From an optimization exercise on the open Yosys and OpenROAD flow, aimed at small area and a short achievable clock period; shortcuts taken in it are not production practice.
Where RTL was checked, it was by simulation tests only, not by an equivalence proof against the original.

## MAC
module MAC #(parameter ABIT = 16, BBIT = 16, EBIT = 8)
(
	i_clk,
	i_a, i_b, i_loadVal,
	i_load, i_add, i_useMul,
	o_result
);
Size in the first run: roughly 1,000 cells after synthesis, roughly 68 flip-flops, about 9400 sq um of cells after synthesis.
clock: 12.0 ns
lec_check: 0
cap_margin: 20
core_margin: 2
core_utilization: 60
cts_buf_list: sky130_fd_sc_hd__clkbuf_4 sky130_fd_sc_hd__clkbuf_8
place_density: 0.7
slew_margin: 20
standard.sh (not shown) runs the stock make flow with config.mk's settings and CLKGATE_MAP_FILE= SYNTH_SCRIPT=/design/flow/synth_recipe.tcl, a recipe that flattens the netlist after the stock synthesis.
==> flow/flow/run.sh <==
#!/bin/bash
set -euo pipefail
export BUFFER_PORTS_ARGS="-buffer_cell sky130_fd_sc_hd__buf_2"
export SYNTH_ARGS="-noabc"
export SETUP_SLACK_MARGIN=6.6
bash standard.sh > standard.log 2>&1
Next try:
--- a/flow/flow/run.sh
+++ b/flow/flow/run.sh
@@ -5 +5 @@
-export SETUP_SLACK_MARGIN=6.6
+export SETUP_SLACK_MARGIN=6.5
=>
- routed wire length shrinks by 10%
- cell count falls by 2.0%
- non-clock buffer count went down by 25
- register-to-register slack got worse by 140 ps
- sequential share of layout area rises by 0.79 points
- global-route usage came out lower by 0.91 points
- utilization decreases by 5.2 points
- setup slack loses 10 ps
Next try:
==> flow/flow/run.sh (replaced) <==
#!/bin/bash
set -euo pipefail
export BUFFER_PORTS_ARGS="-buffer_cell sky130_fd_sc_hd__buf_1"
export SETUP_SLACK_MARGIN=6.5
bash standard.sh > standard.log 2>&1
- CORE_UTILIZATION: 60 -> 70
- PLACE_DENSITY: 0.7 -> unset
Outcome:
- setup slack is worse by 67 ps
- cell count is higher by 8.1%
- core utilization rises by 12 points
Next try:
==> flow/flow/run.sh (replaced) <==
#!/bin/bash
set -euo pipefail
export BUFFER_PORTS_ARGS="-buffer_cell sky130_fd_sc_hd__buf_2"
export SYNTH_ARGS="-noabc"
export SETUP_SLACK_MARGIN=6.7
bash standard.sh > standard.log 2>&1
- CORE_UTILIZATION: 70 -> 60
Result:
- hold slack is worse by 48 ps
- routed wire length drops by 6.9%
- non-clock buffer count climbs by 29
- final area climbs by 0.89%
- clock skew is about the same
Next try:
--- a/flow/flow/run.sh
+++ b/flow/flow/run.sh
@@ -5 +5 @@
-export SETUP_SLACK_MARGIN=6.7
+export SETUP_SLACK_MARGIN=6.5
Synthesized cell count stays the same; fmax drops slightly; non-clock buffer count goes down by 21; utilization is lower by 3.9 points.
Next try:
--- a/flow/flow/run.sh
+++ b/flow/flow/run.sh
@@ -4 +3,0 @@
-export SYNTH_ARGS="-noabc"
- CTS_BUF_LIST: sky130_fd_sc_hd__clkbuf_4 sky130_fd_sc_hd__clkbuf_8 -> unset
Wire length came out higher by a few percent.
Hold slack is better by 42 ps.
Setup slack is better by 110 ps.
Cell count is higher by roughly a tenth.
Via count climbs by a few percent.

---

== old ==
MAC again, from the RTL that the note above started with.
Settings: LEC_CHECK=0, CAP_MARGIN=5, CORE_MARGIN=2, CORE_UTILIZATION=60, CTS_BUF_LIST=sky130_fd_sc_hd__clkbuf_4 sky130_fd_sc_hd__clkbuf_8, PLACE_DENSITY=0.7, SLEW_MARGIN=5; clock period 12.0 ns.
==> flow/flow/run.sh <==
#!/bin/bash
set -euo pipefail
export BUFFER_PORTS_ARGS="-buffer_cell sky130_fd_sc_hd__buf_2"
export SYNTH_ARGS="-noabc"
export SETUP_SLACK_MARGIN=6.5
bash standard.sh > standard.log 2>&1
old: no failed stages, no open violations at the end
Here is what was changed in the inputs of new compared with old.
Settings: SLEW_MARGIN now 20, was 5; PLACE_DENSITY no longer set, was 0.7; CAP_MARGIN now 20, was 5.
==> flow/flow/run.sh <==
#!/bin/bash
set -euo pipefail
export BUFFER_PORTS_ARGS="-buffer_cell sky130_fd_sc_hd__buf_2"
export SETUP_SLACK_MARGIN=6.5
bash standard.sh > standard.log 2>&1
--- outcome ---
- Compared new vs old, and time the final worst path needs with I/O delays and setup is down in new.
- Against old, new reports a final net count that is higher.
- Compared with old, new shows a total number of cells along the worst setup path that is 3 lower.
- Per the comparison of new with old, final worst setup slack has increased.

---

05-25:
Another version of the RTL of MAC (not shown whole).
Size in the first run: ~1100 cells after synthesis, about 68 flip-flops, about 120 I/O pins.
==> flow/config.mk <==
export PLATFORM = sky130hd
export DESIGN_NAME = MAC
export DESIGN_NICKNAME = MAC
export VERILOG_FILES = /design/flow/design.v
export SDC_FILE = /design/flow/constraint.sdc
export NUM_CORES = 4
export LEC_CHECK = 0
export CAP_MARGIN = 20
export CORE_MARGIN = 2
export CORE_UTILIZATION = 60
export CTS_BUF_LIST = sky130_fd_sc_hd__clkbuf_4 sky130_fd_sc_hd__clkbuf_8
export PLACE_DENSITY = 0.7
export SLEW_MARGIN = 20
==> flow/constraint.sdc <==
create_clock -name core_clock -period 12.0 [get_ports {i_clk}]
set_input_delay 2.4000 -clock core_clock [delete_from_list [all_inputs] [get_ports {i_clk}]]
set_output_delay 2.4000 -clock core_clock [all_outputs]
set_load 0.01 [all_outputs]
==> flow/flow/run.sh <==
#!/bin/bash
set -euo pipefail
export BUFFER_PORTS_ARGS="-buffer_cell sky130_fd_sc_hd__buf_2"
export SETUP_SLACK_MARGIN=6.5
bash standard.sh > standard.log 2>&1
The final layout from 05-25, which completed every stage, passed the timing, DRC and antenna checks at the end of the flow.
Input changes introduced in 08-15 (baseline for comparison: 05-25):
-- flow/flow/run.sh --
<<< 05-25, line 4
>>> 08-15, line 4
export SYNTH_ARGS="-noabc"
Results
08-15 | status: complete | timing, DRC, antenna: pass. 08-15 vs 05-25, sequential cell area fraction in the yosys report went down by 0.86 points. Compared with 05-25, 08-15 shows a placed cell count that is 83 higher. 08-15 vs. 05-25: detailed-route wire length went up by 5.0 mm.

---

run 3:
MAC with an RTL version that a note above also has.
Size: ~120 I/O pins, about 10000 sq um of cells after synthesis.
clock: 12.0 ns
lec_check: 0
cap_margin: 20
core_margin: 2
core_utilization: 60
cts_buf_list: sky130_fd_sc_hd__clkbuf_4 sky130_fd_sc_hd__clkbuf_8
place_density: 0.7
slew_margin: 20
==> flow/flow/run.sh <==
#!/bin/bash
set -euo pipefail
export BUFFER_PORTS_ARGS="-buffer_cell sky130_fd_sc_hd__buf_2"
export SETUP_SLACK_MARGIN=6.5
bash standard.sh > standard.log 2>&1
Run 3 ended with every stage complete and zero timing, DRC or antenna violations.
Relative to run 3, the following input files were edited for run 5:
Settings: CTS_BUF_LIST no longer set, was sky130_fd_sc_hd__clkbuf_4 sky130_fd_sc_hd__clkbuf_8; PLACE_DENSITY no longer set, was 0.7.
==> flow/flow/run.sh <==
#!/bin/bash
set -euo pipefail
export BUFFER_PORTS_ARGS="-buffer_cell sky130_fd_sc_hd__buf_2"
export SETUP_SLACK_MARGIN=7.0
bash standard.sh > standard.log 2>&1
### Flow results
- | layout-stage area growth over the synthesis result | higher: run 5 |
- Side by side, global-route wire length before repair turned out higher in run 5 than in run 3.
- Run 5 vs run 3: met3 wirelength from detailed routing up by more than a quarter

---

MAC, a different RTL version from the one above (not shown whole).
Size: ~1200 cells after synthesis, about 100 flip-flops, ~11000 um^2 of cells after synthesis.
// MAC
module MAC #(parameter ABIT = 16, BBIT = 16, EBIT = 8)
(
	i_clk,
	i_a, i_b, i_loadVal,
	i_load, i_add, i_useMul,
	o_result
);
	input i_clk, i_load, i_add, i_useMul;
	input signed [15:0] i_a;
	input signed [15:0] i_b;
	input signed [39:0] i_loadVal;
	output signed [39:0] o_result;
  reg [39:0] A;
  reg [30:0] PS;
  reg [28:0] PC;
  wire one1;
  wire two2;
  wire neg3;
  wire pp4;
  wire pp5;
  wire pp6;
  wire pp7;
  wire pp8;
  wire pp9;
  wire pp10;
  wire pp11;
  wire pp12;
  wire pp13;
  wire pp14;
  wire pp15;
  wire pp16;
  wire pp17;
  wire pp18;
  wire pp19;
  wire pp20;
  wire one21;
  wire two22;
  wire neg23;
  wire pp24;
  wire pp25;
  wire pp26;
  wire pp27;
  wire pp28;
  wire pp29;
  wire pp30;
  wire pp31;
  wire pp32;
  wire pp33;
  wire pp34;
  wire pp35;
  wire pp36;
  wire pp37;
  wire pp38;
  wire pp39;
  wire pp40;
  wire one41;
  wire two42;
  wire neg43;
  wire pp44;
  wire pp45;
  wire pp46;
  wire pp47;
  wire pp48;
  wire pp49;
  wire pp50;
  wire pp51;
  wire pp52;
  wire pp53;
  ...
clock: 12.0 ns
lec_check: 0
cap_margin: 20
core_margin: 2
core_utilization: 60
setup_slack_margin: 5
slew_margin: 20
run.sh (not shown) runs the stock make flow with config.mk's settings and CLKGATE_MAP_FILE= SYNTH_SCRIPT=/design/flow/synth_recipe.tcl, a recipe that flattens the netlist after the stock synthesis.
Stock flow here: none of the scripts above is used.
Rerun with:
- CORE_UTILIZATION: 60 -> 40
- SETUP_SLACK_MARGIN: 5 -> default
- final area went up by 1.3%
- core utilization decreases by 23 points

---

== v6 ==
RTL: one of the versions met above, not the one the previous note started from.
Size: about 1200 cells after synthesis, ~68 flip-flops, roughly 0.010 mm² of cells after synthesis.
clock: 12.0 ns
lec_check: 0
cap_margin: 20
core_margin: 2
core_utilization: 60
slew_margin: 20
standard.sh (not shown) runs the stock make flow with config.mk's settings and CLKGATE_MAP_FILE= SYNTH_SCRIPT=/design/flow/synth_recipe.tcl, a recipe that flattens the netlist after the stock synthesis.
==> flow/flow/run.sh <==
#!/bin/bash
set -euo pipefail
export BUFFER_PORTS_ARGS="-buffer_cell sky130_fd_sc_hd__buf_2"
export SETUP_SLACK_MARGIN=6.0
bash standard.sh > standard.log 2>&1
Setup changes, v6 to v7
Settings: setting CTS_BUF_LIST to sky130_fd_sc_hd__clkbuf_4 sky130_fd_sc_hd__clkbuf_8 for the first time; changing CORE_UTILIZATION from 60 to 70.
diff --git a/flow/flow/run.sh b/flow/flow/run.sh
--- a/flow/flow/run.sh
+++ b/flow/flow/run.sh
@@ -4 +4 @@
-export SETUP_SLACK_MARGIN=6.0
+export SETUP_SLACK_MARGIN=6.5
- Across v7 and v6, the outcome is the same: a clean finish for every run.
- Max area added between synthesis and finish across v7 and v6: v7
- Diff v6 -> v7: smallest setup slack after layout climbed 0.40 ns, routed wire length moved up, number of input and output port buffers inserted held steady, non-clock buffer area fraction after layout shows an increase of 0.58 points.
- v7 against v6: maximum net fanout on the critical path lower.

---

MAC, a different RTL version from the one above (not shown whole).
Size: ~1200 cells after synthesis, about 71 flip-flops, about 120 I/O pins, about 10000 µm² of cells after synthesis.
==> flow/config.mk <==
export PLATFORM = sky130hd
export DESIGN_NAME = MAC
export DESIGN_NICKNAME = MAC
export VERILOG_FILES = /design/flow/design.v
export SDC_FILE = /design/flow/constraint.sdc
export NUM_CORES = 4
export LEC_CHECK = 0
export CAP_MARGIN = 20
export CORE_MARGIN = 2
export CORE_UTILIZATION = 60
export SLEW_MARGIN = 20
==> flow/constraint.sdc <==
create_clock -name core_clock -period 12.0 [get_ports {i_clk}]
set_input_delay 2.4000 -clock core_clock [delete_from_list [all_inputs] [get_ports {i_clk}]]
set_output_delay 2.4000 -clock core_clock [all_outputs]
set_load 0.01 [all_outputs]
==> flow/flow/run.sh <==
#!/bin/bash
set -euo pipefail
export BUFFER_PORTS_ARGS="-buffer_cell sky130_fd_sc_hd__buf_2"
export SETUP_SLACK_MARGIN=6.5
bash standard.sh > standard.log 2>&1
Next try:
==> flow/flow/run.sh (replaced) <==
#!/bin/bash
set -euo pipefail
export BUFFER_PORTS_ARGS="-buffer_cell sky130_fd_sc_hd__buf_2"
bash standard.sh > standard.log 2>&1
Effect: Count of clock-buffer cells in the layout is unchanged; clock skew stays flat; design area goes down by 11%; via count came out lower by 6.3%; synthesized cell count is unchanged; worst hold slack gains 0.025 ns; sequential share of layout area climbs by 1.4 points.
Next try:
==> flow/flow/run.sh (replaced) <==
#!/bin/bash
set -euo pipefail
export BUFFER_PORTS_ARGS="-buffer_cell sky130_fd_sc_hd__buf_2"
export SETUP_SLACK_MARGIN=7.0
bash standard.sh > standard.log 2>&1
Result: Cell area rose by about 30%; via count rose by about 18%; hold slack is better by 0.0063 ns.
Next try:
==> flow/run.sh (new file) <==
#!/bin/bash
# synth_recipe.tcl (not shown) runs the flow's synth.tcl, then flattens the netlist and writes it again
# the make line also repeats each setting of config.mk as NAME=value (left out here)
make -C /OpenROAD-flow-scripts/flow DESIGN_CONFIG=/design/flow/config.mk WORK_HOME=/design/flow/orfs CLKGATE_MAP_FILE= SYNTH_SCRIPT=/design/flow/synth_recipe.tcl finish
CORE_UTILIZATION = 40   (was 60)
removed: flow/flow/run.sh
removed: flow/standard.sh
Utilization goes down by 38 points.
Cell area falls by 17%.
Hold slack degrades by 0.034 ns.
Synthesized area does not change.
First-iteration DRC count drops by 43%.
Clock skew is about the same.
No run of this note included a check of the RTL's function; only the layout flow was run.

---

RTL: one of the versions met above, not the one the previous note started from.
Size in the first run: ~1000 cells after synthesis, about 120 I/O pins.
clock: 12.0 ns
lec_check: 0
cap_margin: 20
core_margin: 2
core_utilization: 60
cts_buf_list: sky130_fd_sc_hd__clkbuf_4 sky130_fd_sc_hd__clkbuf_8
gpl_routability_driven: 0
place_density: 0.7
slew_margin: 20
==> flow/flow/run.sh <==
#!/bin/bash
set -euo pipefail
export BUFFER_PORTS_ARGS="-buffer_cell sky130_fd_sc_hd__buf_2"
export SYNTH_ARGS="-noabc"
export SETUP_SLACK_MARGIN=6.5
bash standard.sh > standard.log 2>&1
Rerun with:
- GPL_ROUTABILITY_DRIVEN: 0 -> default
- PLACE_DENSITY: 0.7 -> 0.8
=> Utilization goes up by 0.34 points; fmax went down slightly; cell area grows slightly; wire length rose by a few percent; via count came out higher slightly; area after synthesis is unchanged.

==> separate check: timing with driven ports <==
The flow's constraints put no driver on any port. The routed layouts listed below were extracted and timed again, unchanged, in two steps.
Step 1: set_driving_cell puts a clkbuf_16 on i_clk and a buf_2 on each other input, an assumption about the parent block.
Step 2 times the ports against the registers' clock, not the clock port: input delays grow and output delays shrink by t, the midpoint of the rising clock arrivals with the driver on.
a / b / c = ideal / step 1 / step 2; a / b = the first two.
| run | t, ns | setup WS [ns] | hold WS [ns] |
|---|---|---|---|
| the first run of note 1 | 0.415 | 6.550 / 6.538 / 6.137 | 0.654 / 0.654 / 0.654 |
| the second run of note 1 | 0.407 | 6.540 / 6.561 / 6.154 | 0.646 / 0.646 / 0.646 |
| the third run of note 1 | 0.380 | 6.473 / 6.471 / 6.092 | 0.705 / 0.705 / 0.705 |
| the fourth run of note 1 | 0.403 | 6.566 / 6.557 / 6.153 | 0.656 / 0.656 / 0.656 |
| the fifth run of note 1 | 0.412 | 6.469 / 6.473 / 6.060 | 0.647 / 0.647 / 0.647 |
| the sixth run of note 1 | 0.366 | 6.579 / 6.549 / 6.183 | 0.689 / 0.689 / 0.689 |
| old | 0.407 | 6.540 / 6.561 / 6.154 | 0.646 / 0.646 / 0.646 |
| new | 0.379 | 6.559 / 6.522 / 6.183 | 0.691 / 0.691 / 0.691 |
| 05-25 | 0.403 | 6.427 / 6.390 / 6.117 | 0.696 / 0.696 / 0.696 |
| 08-15 | 0.398 | 6.560 / 6.513 / 6.114 | 0.658 / 0.658 / 0.658 |
| run 3 | 0.382 | 6.578 / 6.540 / 6.163 | 0.722 / 0.722 / 0.722 |
| run 5 | 0.378 | 6.533 / 6.537 / 6.160 | 0.714 / 0.714 / 0.714 |
| the first run of note 5 | 0.389 | 5.211 / 5.166 / 4.848 | 0.612 / 0.612 / 0.612 |
| the second run of note 5 | 0.388 | 5.113 / 5.070 / 5.083 | 0.621 / 0.621 / 0.621 |
| v6 | 0.376 | 6.164 / 6.189 / 5.813 | 0.678 / 0.678 / 0.678 |
| v7 | 0.391 | 6.563 / 6.496 / 6.105 | 0.704 / 0.704 / 0.704 |
| the first run of note 7 | 0.381 | 6.489 / 6.445 / 6.124 | 0.730 / 0.730 / 0.730 |
| the second run of note 7 | 0.374 | 5.436 / 5.463 / 5.089 | 0.755 / 0.755 / 0.755 |
| the third run of note 7 | 0.384 | 6.443 / 6.399 / 6.041 | 0.762 / 0.762 / 0.762 |
| the fourth run of note 7 | 0.379 | 5.070 / 5.090 / 4.711 | 0.728 / 0.728 / 0.728 |
| the first run of note 8 | 0.407 | 6.540 / 6.561 / 6.154 | 0.646 / 0.646 / 0.646 |
| the second run of note 8 | 0.402 | 6.512 / 6.528 / 6.126 | 0.663 / 0.663 / 0.663 |
After both steps setup and hold are still met in every run listed. For v7, which loses most, drivers alone change the setup slack by -0.067 ns; drivers and shift together by -0.458 ns.
